What follows belongs to an exercise in optimizing a design on an open flow for small area, a short achievable clock period and few clock cycles per item; a production flow would make more cautious choices. Function was checked by simulation only, so behaviour that the tests miss may differ from the original. No activity file was given, so power comes from the tool's default toggle rates.

<file path="config.mk">
export PLATFORM = sky130hd
export DESIGN_NAME = sdram_top
export DESIGN_NICKNAME = sdram_top
export VERILOG_FILES = /design/flow/design.v
export SDC_FILE = /design/flow/constraint.sdc
export NUM_CORES = 4
export LEC_CHECK = 0
export CAP_MARGIN = 20
export CORE_MARGIN = 2
export CORE_UTILIZATION = 30
export SLEW_MARGIN = 20
export SYNTH_MEMORY_MAX_BITS = 8192
</file>
<file path="constraint.sdc">
create_clock -name core_clock -period 6.0 [get_ports {clk}]
set_input_delay 1.2000 -clock core_clock [delete_from_list [all_inputs] [get_ports {clk}]]
set_output_delay 1.2000 -clock core_clock [all_outputs]
set_load 0.01 [all_outputs]
</file>
<file path="design.v">
`timescale 1ns / 1ps
module sdram_controller(
    input        clk,        
    input        rst,        
    input        write,      
    input        sel,        
    input [31:0] addr,       
    output reg [31:0] out_data,   
    output reg        ready,      
    input  [31:0] read_data,      
    output        wen,            
    output [6:0]  idx             
);
	assign idx = {addr[15:14], addr[2:0], addr[17:16]};
	assign wen = sel & write;
	always @(posedge clk, posedge rst) begin
		if(rst) begin
			out_data <= 32'b0;
			ready    <= 1'b0;
		end
		else if(sel) begin
			ready <= 1'b1;
			if(!write)
				out_data <= read_data;
		end
	end
endmodule
`timescale 1ns / 1ps
module sdram_model(
    input         clk,
    input         wen,           
    input  [6:0]  widx,          
    input  [31:0] wdata,         
    input  [6:0]  ridx,          
    output [31:0] rdata          
);
	reg [31:0] bank [0:127];
	always @(posedge clk) begin
		if(wen)
			bank[widx] <= wdata;
	end
	assign rdata = bank[ridx];
endmodule
`timescale 1ns / 1ps
module sdram_top(
    input        clk,        
    input        rst,        
    input        write,      
    input        sel,        
    input [31:0] in_data,    
    input [31:0] addr,       
    output [31:0] out_data,  
    output        ready      
);
    wire [31:0] read_data;
    wire        wen;
    wire [6:0]  idx;
    sdram_controller sdram_controller(
        .clk(clk),
        .rst(rst),
        .write(write),
        .sel(sel),
        .addr(addr),
        .out_data(out_data),
        .ready(ready),
        .read_data(read_data),
        .wen(wen),
        .idx(idx)
    );
    sdram_model sdram_model(
        .clk(clk),
        .wen(wen),
        .widx(idx),
        .wdata(in_data),
        .ridx(idx),
        .rdata(read_data)
    );
endmodule
</file>
<file path="run.sh">
#!/bin/bash
# synth_recipe.tcl (not shown) runs the flow's synth.tcl, then flattens the netlist and writes it again
# the make line also repeats each setting of config.mk as NAME=value (left out here)
make -C /OpenROAD-flow-scripts/flow DESIGN_CONFIG=/design/flow/config.mk WORK_HOME=/design/flow/orfs CLKGATE_MAP_FILE= SYNTH_SCRIPT=/design/flow/synth_recipe.tcl finish
</file>
==> results of run 1 <==
==> registers in the layout, indices dropped and copies added (netlist names) <==
signal                     cells
sdram_controller.out_data     32
sdram_model.bank            4096
sdram_controller.ready         1
==> synth_stat cells (45+ instances only) <==
master / instances / area (um^2)
buf_6: 57 / 641.9
buf_4: 104 / 780.8
mux2_2: 260 / 2928
o221ai_1: 69 / 604.3
mux2i_1: 362 / 3623
a22oi_1: 257 / 1929
a21oi_1: 277 / 1386
mux4_2: 247 / 5563
nand2_1: 318 / 1194
a221o_1: 133 / 1331
o22ai_1: 55 / 344.1
buf_1: 51 / 191.4
a221oi_1: 530 / 4642
nor2_1: 406 / 1524
o21ai_0: 304 / 1521
buf_2: 240 / 1201
a22o_1: 53 / 464.2
a31oi_1: 56 / 350.3
clkbuf_1: 166 / 623.1
edfxtp_1: 4096 / 123000
a211oi_1: 45 / 337.8
==> layer usage <==
metal	track usage, %	up-vias	part of all wire [%]
met3	5.315	1224	13
li1	-	36663	-
met2	30.56	7171	44
met1	26.50	49150	37
met4	9.958	20	5.8
met5	0	-	0.026
==> cell type report <==
cell class,count,area [um^2]
Antenna cell,15,37.54
Clock buffer,535,11180
Clock inverter,243,2285
Fill cell,48372,340900
Inverter,7,53.80
Multi-Input combinational cell,3794,32270
Sequential cell,4129,123800
Tap cell,6968,8718
Timing Repair Buffer,656,6261
==> where the power goes <==
group | switching, mW | total (mW) | internal [mW] | leakage (nW)
Combinational | 2.76 | 3.83 | 1.07 | 13.4
Sequential | 0.172 | 32.0 | 31.8 | 37.2
Clock | 11.2 | 25.8 | 14.6 | 6.55
Total | 14.1 | 61.6 | 47.5 | 57.2
==> worst max-delay path by stage <==
stage / slack [ns] / to / cells past startpoint / startpoint
floorplan: 1.01 / sdram_model.bank[72][0] / 8 / addr[0]
global placement: 0.58 / sdram_controller.out_data[4] / 11 / addr[17]
detailed placement: 0.60 / sdram_controller.out_data[4] / 11 / addr[17]
CTS: 1.63 / sdram_controller.out_data[4] / 11 / addr[17]
global route: 1.39 / sdram_controller.out_data[4] / 11 / addr[17]
finish: 1.24 / sdram_controller.out_data[4] / 11 / addr[17]
==> cell families (layout without fill, tap and decap cells) <==
logic type / after synthesis / in the layout / synth area share, %
AOI/OAI and AO/OA: 2047 / 2047 / 9.671
buffers and inverters: 627 / 1441 / 2.212
DFF: 4129 / 4129 / 78.14
muxes: 869 / 869 / 7.645
other: 0 / 15 / 0
and+or+nand+nor: 878 / 878 / 2.335
==> worst max-delay path, delay by kind of cell <==
kind	cells	cell delay, ns
compound gates	4	1.45
buf+inv	4	1.48
simple gates	3	1.18
==> metrics.yaml, run 1 <==
clock_tree:
  hold_buffers: 0
  cts_inserted_buffers: 422
  cts_root_buffer: "clkbuf_16"
  h-tree-depth: 5
  tritoncts: "done"
  cts_resized: 0
  cts.reportedPaths.clkPinSlew_ns: 0.06
  post_cts_buffers: 0
  clock_sinks: 4129
  cts_buffer_depth: 4
  clk_latency_ns: 1.02
critical_path:
  cp_common_cell: "buf_4"
  cp.arrival_ns: 5.61
  r2r-end: "sdram_controller.out_data[9]"
  r2r_start: "sdram_model.bank[30][9]"
  worstSetupStartpointType: "primary input"
  required_ns: 6.85
  slowest_delay_ns: 0.88
  end_kind: "flop"
  r2r_cells: 6
  critPathKind: "in -> reg"
  r2r_setup_slack_ns: 2.68
  cp_slowest_cell: "a21oi_1"
  path_cells: "buf_8 -> buf_4 -> and3b_4 -> buf_12 -> a22oi_1 -> nand4_1 -> a21oi_1 -> o21ai_0 -> nor3_1 -> buf_4 -> a41oi_1"
  critPathMaxFanout: 41
hold_path:
  hold_end: "sdram_model.bank[27][16]"
  hp-start: "in_data[16]"
  min_path_type: "in -> reg"
  hold_depth: 1
global_route:
  grt_pass1_vias: 88981
  grt_pass1_wl_mm: 750.7
  antenna_found_initial: 58
  overflow: 0
  groute.usage.overall_pct: 20.06
  grt_max_degree: 101
placed_design:
  io_buffer_count: 75
  gp_congestion: 0.9089
  placed_cell_area_um2: 171100
  place_ws_ns: 0.5983
  dp_cells: 15553
  dp_hpwl_mm: 322.3
floorplan:
  row_count: 266
  start_util_pct: 30.15
  die_h_um: 730.8
  coreArea_um2: 525500
  pin_count: 101
  fp.dieW_um: 730.8
  dieArea_um2: 534100
routing:
  wl_mm: 556.3
  drt_pass1_iterations: 6
  drtAntennaViolNets: 0
  num_vias: 94228
  detail_route.wl_per_cell_um: 34.03
  drt_iter0_drc: 16728
  vias_per_cell: 5.764
  drt_drc_violations_left: 0
timing:
  period_share_pct: 79.37
  relSlewSlack_pct: 12.73
  hold_ws_ns: 0.4884
  rsz0062_at_grt: "false"
  worstMarginPinSlew_ns: 1.295
  fin_crit_ns: 4.762
  fin_skew_ns: 0.05649
  hold_viol_final: 0
  fmax_mhz: 210.0
  finalSetupTns_ns: 0
  setup_slack_ns: 1.238
  setup_viol: 0
  slew_violations: 0
synth:
  ys_ff_latch: 4129
  async_flop_share_pct: 0.7992
  syn-instance-count: 8550
  synthFlopType: "edfxtp_1"
  ys_warn_count: 2
  postSynthAreaPerCell_um2: 18.53
  synthDistinctLibCells: 82
  ys_seq_area_share_pct: 78.14
  synth-edff-count: 4096
  syn_nets: 8618
  netlist_area_um2: 158500
finish:
  finalInstanceArea_um2: 184600
  layout_common_cells: "edfxtp_1 (4096), a221oi_1 (530), buf_4 (514), clkbuf_16 (424), mux2i_1 (362)"
  post-route-util_pct: 35.13
  area_growth_pct: 16.51
  nets: 9078
  drive_gt1_share_pct: 20.46
  layout_commonest_cell: "edfxtp_1"
  final_cell_count_no_fill: 16347
job:
  maxCapViolations: 0
outcome:
  status: "timing/DRC/antenna clean"
power_and_ir_drop:
  p_leak_nw: 57.17
  power_mw: 61.60
  irDropWorstVdd_uv: 239.9
  p_per_area_nw_per_um2: 333.7
Testbench counts, summed over its fixed seeds: cycles 8,008, items 8,000.
==> run 2: changes to the inputs <==
--- a/design.v
+++ b/design.v
@@ -34,12 +34,22 @@
     input  [6:0]  ridx,          
     output [31:0] rdata          
 );
-	reg [31:0] bank [0:127];
-	always @(posedge clk) begin
-		if(wen)
-			bank[widx] <= wdata;
-	end
-	assign rdata = bank[ridx];
+	reg  [31:0]   bank [0:127];
+	wire [127:0]  rsel;
+	wire [31:0]   term [0:128];
+	assign term[0] = 32'b0;
+	genvar w;
+	generate
+		for (w = 0; w < 128; w = w + 1) begin : word
+			always @(posedge clk) begin
+				if(wen && widx == w)
+					bank[w] <= wdata;
+			end
+			assign rsel[w] = (ridx == w);
+			assign term[w+1] = term[w] | (bank[w] & {32{rsel[w]}});
+		end
+	endgenerate
+	assign rdata = term[128];
 endmodule
 `timescale 1ns / 1ps
 module sdram_top(
==> flow/run.sh (new file) <==
#!/bin/bash
# Standard ORFS layout, with setup repair pushed below the clock period after
# clock tree synthesis only (the floorplan-stage repair runs without a margin).
set -euo pipefail
MARGIN=$(cat flow/margin.txt)
bash standard.sh synth > synth.log 2>&1
bash standard.sh floorplan place > place.log 2>&1
SETUP_SLACK_MARGIN=$MARGIN bash standard.sh cts > cts.log 2>&1
SETUP_SLACK_MARGIN=$MARGIN bash standard.sh finish > finish.log 2>&1
==> flow/margin.txt (new file) <==
3.3
==> standard.sh (new file) <==
#!/bin/bash
# synth_recipe.tcl (not shown) runs the flow's synth.tcl, then flattens the netlist and writes it again
# the make line also repeats each setting of config.mk as NAME=value (left out here)
make -C /OpenROAD-flow-scripts/flow DESIGN_CONFIG=/design/flow/config.mk WORK_HOME=/design/flow/orfs CLKGATE_MAP_FILE= SYNTH_SCRIPT=/design/flow/synth_recipe.tcl "${@:-finish}"
--- a/config.mk
+++ b/config.mk
@@ -7,6 +7,9 @@
 export LEC_CHECK = 0
 export CAP_MARGIN = 20
 export CORE_MARGIN = 2
-export CORE_UTILIZATION = 30
+export CORE_UTILIZATION = 65
+export CTS_CLUSTER_DIAMETER = 100
+export CTS_CLUSTER_SIZE = 30
+export PLACE_DENSITY = 0.72
 export SLEW_MARGIN = 20
 export SYNTH_MEMORY_MAX_BITS = 8192
removed: run.sh
==> run 2 against run 1 <==
Effect of this change:
- the flow now stops in global routing (5_1_grt)
- area after synthesis decreased by 4.6%
- synthesized cell count shrank 3.2%
==> metrics.yaml, run 2 <==
synth:
  synthDistinctLibCells: 79  # -3.7%
  synthFlopType: "edfxtp_1"
  synth_top_cell_area_share_pct: 81.34  # +3.7 points
  netlist_area_um2: 151200  # -4.6%
  synth_top_cells_by_area: "edfxtp_1 (81%), a22oi_1 (6.7%), a22o_1 (1.2%)"
  ys_seq_area_share_pct: 81.88  # +3.7 points
  ys_warn_count: 3  # +1
  syn-instance-count: 8275  # -3.2%
  syn_nets: 8343  # -3.2%
  yosysTopAreaCell: "edfxtp_1"
  synth-edff-count: 4096  # unchanged
  ys_ff_latch: 4129  # unchanged
  synth_most_common_cell: "edfxtp_1"
  async_flop_share_pct: 0.7992  # unchanged
  postSynthAreaPerCell_um2: 18.27  # -1.4%
  yosys-top-cells-count: "edfxtp_1 (4096), a22oi_1 (1353), clkbuf_1 (248)"
clock_tree:
  hold_buffers: 0  # unchanged
  cts_buffer_depth: 3  # -1
  cts_root_buffer: "clkbuf_16"
  cts_inserted_buffers: 157  # -63%
  clock_sinks: 4129  # unchanged
  h-tree-depth: 4  # -1
outcome:
  stop_error: "[ERROR GRT-0232] Routing congestion too high. Check the congestion heatmap in the GUI."
  failed_stage: "global routing (5_1_grt)"
  status: "stopped before the end"
floorplan:
  fp.dieW_um: 486.3  # -33%
  pin_count: 101  # unchanged
  row_count: 177  # -33%
  die_h_um: 486.3  # -33%
  start_util_pct: 65.22  # +35 points
global_route:
  overflow: 1
  groute.usage.overall_pct: 79.11
  grt_max_degree: 99
placed_design:
  place_ws_ns: 0.4684  # -0.1299 ns
  gp_congestion: 1.100  # +21%
  io_buffer_count: 75  # unchanged
  dp_hpwl_mm: 516.0  # +60%
## run 2: how the worst min path moves through the flow
stage | to | slack, ns | cells after the start
CTS | sdram_controller.ready | 0.50 | 1
floorplan | sdram_controller.ready | 0.51 | 1
detailed placement | sdram_controller.ready | 0.48 | 1
global placement | sdram_controller.ready | 0.45 | 1
## run 2: kinds of logic after synthesis
logic type      after synthesis  synth area share (%)
simple gates               1146                 3.915
compound gates             2343                 11.78
flops                      4129                 81.88
buf+inv                     535                 1.557
mux                         122                0.8647
## run 2: metal layers
layer,track usage (%),GRT overflow
met1,81.43,1
met2,88.26,0
met3,71.12,0
met4,72.36,0
met5,55.73,0
## run 2: what timing repair did
action	4_1_cts
gates cloned	68
hold endpoints to repair	0
gates resized for setup	1165
setup endpoints to repair	4065
buffers inserted	586
pin swaps	299
## run 2: metrics by stage
stage                     TNS [ns]  instance area [um^2]  cells
after floorplan                  0                151200   8275
after global placement    -0.06490                163000  11735
after detailed placement         0                163100  11741
after CTS                        0                180000  12663
## run 2: power by group through the flow
stage	combinational (mW)	clock [mW]	sequential [mW]
after CTS	2.83	13.6	31.9
after global placement	2.25	0	32.5
after detailed placement	2.29	0	32.5
after floorplan	0.645	0	32.5
Testbench counts of run 2, summed over its fixed seeds: cycles 8,008, items 8,000.
==> run 3: changes to the inputs <==
--- a/design.v
+++ b/design.v
@@ -35,21 +35,30 @@
     output [31:0] rdata          
 );
 	reg  [31:0]   bank [0:127];
-	wire [127:0]  rsel;
-	wire [31:0]   term [0:128];
-	assign term[0] = 32'b0;
+	wire [31:0]   lsel;                  
+	wire [31:0]   term [0:131];          
+	wire [31:0]   part [0:3];            
 	genvar w;
 	generate
+		for (w = 0; w < 32; w = w + 1) begin : dec
+			assign lsel[w] = (ridx[4:0] == w);
+		end
 		for (w = 0; w < 128; w = w + 1) begin : word
 			always @(posedge clk) begin
 				if(wen && widx == w)
 					bank[w] <= wdata;
 			end
-			assign rsel[w] = (ridx == w);
-			assign term[w+1] = term[w] | (bank[w] & {32{rsel[w]}});
+			if (w % 32 == 0) begin : first
+				assign term[w + w/32] = bank[w] & {32{lsel[w % 32]}};
+			end else begin : rest
+				assign term[w + w/32] = term[w + w/32 - 1] | (bank[w] & {32{lsel[w % 32]}});
+			end
+			if (w % 32 == 31) begin : last
+				assign part[w/32] = term[w + w/32];
+			end
 		end
 	endgenerate
-	assign rdata = term[128];
+	assign rdata = part[ridx[6:5]];
 endmodule
 `timescale 1ns / 1ps
 module sdram_top(
==> flow/margin.txt (replaced) <==
2.75
--- a/config.mk
+++ b/config.mk
@@ -7,9 +7,8 @@
 export LEC_CHECK = 0
 export CAP_MARGIN = 20
 export CORE_MARGIN = 2
-export CORE_UTILIZATION = 65
+export CORE_UTILIZATION = 40
 export CTS_CLUSTER_DIAMETER = 100
 export CTS_CLUSTER_SIZE = 30
-export PLACE_DENSITY = 0.72
 export SLEW_MARGIN = 20
 export SYNTH_MEMORY_MAX_BITS = 8192
==> run 3 against run 2 <==
Effect of this change:
- now clean on timing, DRC and antenna
- area after synthesis decreased by 0.26%
- synthesized cell count fell by 0.89%
==> metrics.yaml, run 3 <==
outcome:
  status: "timing/DRC/antenna clean"
synth:
  synth-edff-count: 4096  # unchanged
  yosys.area_share.simple_pct: 5.056  # +1.1 points
  syn-instance-count: 8201  # -0.89%
  postSynthAreaPerCell_um2: 18.39  # +0.64%
  ys_seq_area_share_pct: 82.10  # +0.22 points
  ys_ff_latch: 4129  # unchanged
  synth_most_common_cell: "edfxtp_1"
  synth_top_cells_by_area: "edfxtp_1 (82%), a22oi_1 (6.6%), nand4_1 (0.99%)"
  syn_nets: 8269  # -0.89%
  ys_warn_count: 3  # unchanged
  synthDistinctLibCells: 90  # +14%
  async_flop_share_pct: 0.7992  # unchanged
  yosys-top-cells-count: "edfxtp_1 (4096), a22oi_1 (1335), buf_2 (285)"
  synthMuxAreaShare_pct: 0.7508  # -0.11 points
  yosysTopAreaCell: "edfxtp_1"
  synth_top_family_by_area: "compound AO/OA/AOI/OAI gates"
  synth_xor_area_share_pct: 0  # unchanged
  synth_top_cell_area_share_pct: 81.55  # +0.21 points
  synthFlopType: "edfxtp_1"
  synth_compound_area_share_pct: 10.23  # -1.5 points
  netlist_area_um2: 150800  # -0.26%
  synthAdderAreaFrac_pct: 0  # unchanged
critical_path:
  r2r_start: "sdram_model.bank[82][21]"
  cpLargestDelayFamily: "compound AO/OA/AOI/OAI gates"
  critPathKind: "in -> reg"
  worstSetupStartpointType: "primary input"
  critPathMaxFanout: 52
  path_cells: "buf_12 -> or3b_4 -> buf_8 -> nor2_4 -> buf_12 -> a22oi_1 -> nand4_1 -> nor3_1 -> buf_4 -> a21oi_1 -> a31o_2"
  cp.arrival_ns: 4.30
  cp_slowest_cell: "a21oi_1"
  slowest_delay_ns: 0.58
  path_buf_inv: 4
  end_kind: "flop"
  required_ns: 6.94
  cp_common_cell: "buf_12"
  crit_start: "addr[1]"
power_and_ir_drop:
  irDropWorstVdd_uv: 203.6
  p_per_area_nw_per_um2: 283.6
  power_mw: 48.71
  p_leak_nw: 53.28
timing:
  hold_ws_ns: 0.4958
  slew_violations: 0
  fin_crit_ns: 3.361
  setup_viol: 0
  fin_skew_ns: 0.08848
  finalSetupTns_ns: 0
  hold_viol_final: 0
  rsz0062_at_grt: "true"
  setup_slack_ns: 2.639
  period_share_pct: 56.01
  relSlewSlack_pct: 18.99
  fmax_mhz: 297.6
  worstMarginPinSlew_ns: 1.206
clock_tree:
  tritoncts: "done"
  cts_root_buffer: "clkbuf_16"
  clock_sinks: 4129  # unchanged
  clk_latency_ns: 0.99
  cts_buffer_depth: 4  # +1
  cts.reportedPaths.clkPinSlew_ns: 0.12
  cts_inserted_buffers: 164  # +4.5%
  h-tree-depth: 4  # unchanged
routing:
  drt_pass1_iterations: 8
  drtAntennaViolNets: 0
  detail_route.wl_per_cell_um: 44.13
  wl_mm: 613.2
  num_vias: 95981
  drt_iter0_drc: 20864
  vias_per_cell: 6.907
  drt_drc_violations_left: 0
global_route:
  use_met3_pct: 9.761
  grt_use_met1_pct: 39.74
  grt_busiest_layer: "met2"
  grt_max_degree: 86
  grt_pass1_vias: 86920
  use_met2_pct: 45.34
  grt_pass1_wl_mm: 787.8
  antenna_found_initial: 65
  overflow: 0
  groute.usage.overall_pct: 30.56
floorplan:
  fp.dieW_um: 618.0  # +27%
  die_h_um: 618.0  # +27%
  start_util_pct: 40.16  # -25 points
  coreArea_um2: 375500
  pin_count: 101  # unchanged
  dieArea_um2: 382000
  row_count: 225  # +27%
hold_path:
  min_path_type: "reg -> reg"
  hp-start: "sdram_controller.ready"
finish:
  largestRegisters: "sdram_model.bank (4096), sdram_controller.out_data (32), sdram_controller.ready (1)"
  area_growth_pct: 13.90
  drive_gt1_share_pct: 16.13
  layout_common_cells: "edfxtp_1 (4096), a22oi_1 (1328), buf_4 (577), nand2_1 (269), nand3_1 (256)"
  largest_reg_flops: 4096
  n_fill_cell: 31527
  nets: 8846
  layout_commonest_cell: "edfxtp_1"
  finalInstanceArea_um2: 171800
  regMostFlops: "sdram_model.bank"
placed_design:
  place_ws_ns: 0.4512  # -0.01716 ns
  io_buffer_count: 75  # unchanged
  placed_cell_area_um2: 162800  # -0.20%
  gp_congestion: 0.8790  # -20%
  dp_hpwl_mm: 321.1  # -38%
job:
  maxCapViolations: 0
-- run 3: changes by cell type after synthesis, sizes merged, moves of 32 or more --
cell	delta
a2111oi	+65
a222oi	-59
a22o	-49
a32oi	-32
and3	+190
buf	+133
clkbuf	-140
mux2	-34
nand2	+36
nand3	+164
nand4	+92
nor3	-151
o22ai	-138
-- run 3: layer usage --
layer	share of wire [%]	vias up	wire, um
met5	0.12	-	752
met4	6.9	56	42340
met3	16	1846	100400
met2	43	9597	263800
met1	34	49191	205900
li1	-	35291	-
-- run 3: area by class of cell --
cell class              instances  area, um^2  area share [%]
well taps                    4994        6248           3.637
multi-input cells            3555       26080           15.18
diodes                         43       107.6         0.06264
repair buffers                924       10750           6.257
clock buffers                 226        4389           2.555
flip-flops and latches       4129      123900           72.10
inverters                       4       15.01        0.008740
clock inverters                21       339.1          0.1974
-- run 3: through the flow --
step           utilization, %  std cells
2_1_floorplan               -       8201
3_3_place_gp            43.34      13334
3_5_place_dp            43.35      13334
4_1_cts                 45.32      13754
5_1_grt                 45.72      13856
6_report                45.74      13896
-- run 3: final timing paths --
check                                                      to  slack (ns)  cells after the start
min in group asynchronous       sdram_controller.out_data[29]        0.61                      2
worst max-delay path            sdram_controller.out_data[29]        2.64                     11
worst max register to register  sdram_controller.out_data[21]        3.31                      8
worst min-delay path                   sdram_controller.ready        0.50                      1
max in group asynchronous        sdram_controller.out_data[1]        4.23                      3
worst min register to register         sdram_controller.ready        0.50                      1
-- run 3: cells by family (layout without fill, tap and decap cells) --
| kind of cell | Yosys count | after routing |
|---|---|---|
| AO/OA/AOI/OAI | 2016 | 2016 |
| buffers and inverters | 527 | 1175 |
| flip-flops | 4129 | 4129 |
| multiplexers | 110 | 110 |
| other | 0 | 43 |
| AND/OR/NAND/NOR | 1419 | 1429 |
-- run 3: timing repair --
action                      CTS  global route
resized for setup           221            91
setup buffers               156            79
hold buffers                  0             0
cloned                       17            20
setup endpoints to repair  3912           468
pin swaps                    54            44
-- run 3: report_power, final --
group | internal, mW | leakage, nW | switching, mW
sequential | 31.8 | 37.2 | 0.128
combinational | 0.691 | 13.8 | 1.97
clock | 5.30 | 2.27 | 8.85
Testbench counts of run 3, summed over its fixed seeds: cycles 8,008, items 8,000.

static timing again, ports no longer ideal:
Ports are ideal in the flow. The routed layouts listed here were re-timed in OpenROAD. Step 1, drivers: a clkbuf_16 drives clk and a buf_2 each remaining input, both assumed. Step 2 times the ports against the registers' clock, not the clock port: input delays grow and output delays shrink by t, the midpoint of the rising clock arrivals with the driver on. Slacks: ideal ports / drivers / drivers and shift; pairs: ideal ports / drivers.
run | t (ns) | setup slack, ns | clock arrival spread, ns | worst data-port slew with drivers (ns)
run 1 | 1.104 | 1.238 / 1.295 / 0.190 | 0.062 / 0.063 | 0.21
run 3 | 1.054 | 2.639 / 2.385 / 1.331 | 0.108 / 0.108 | 0.49
After both steps setup and hold are still met in every run listed. The setup slack of run 3, which loses most, moves by -0.254 ns with the drivers and by -1.308 ns with both steps.
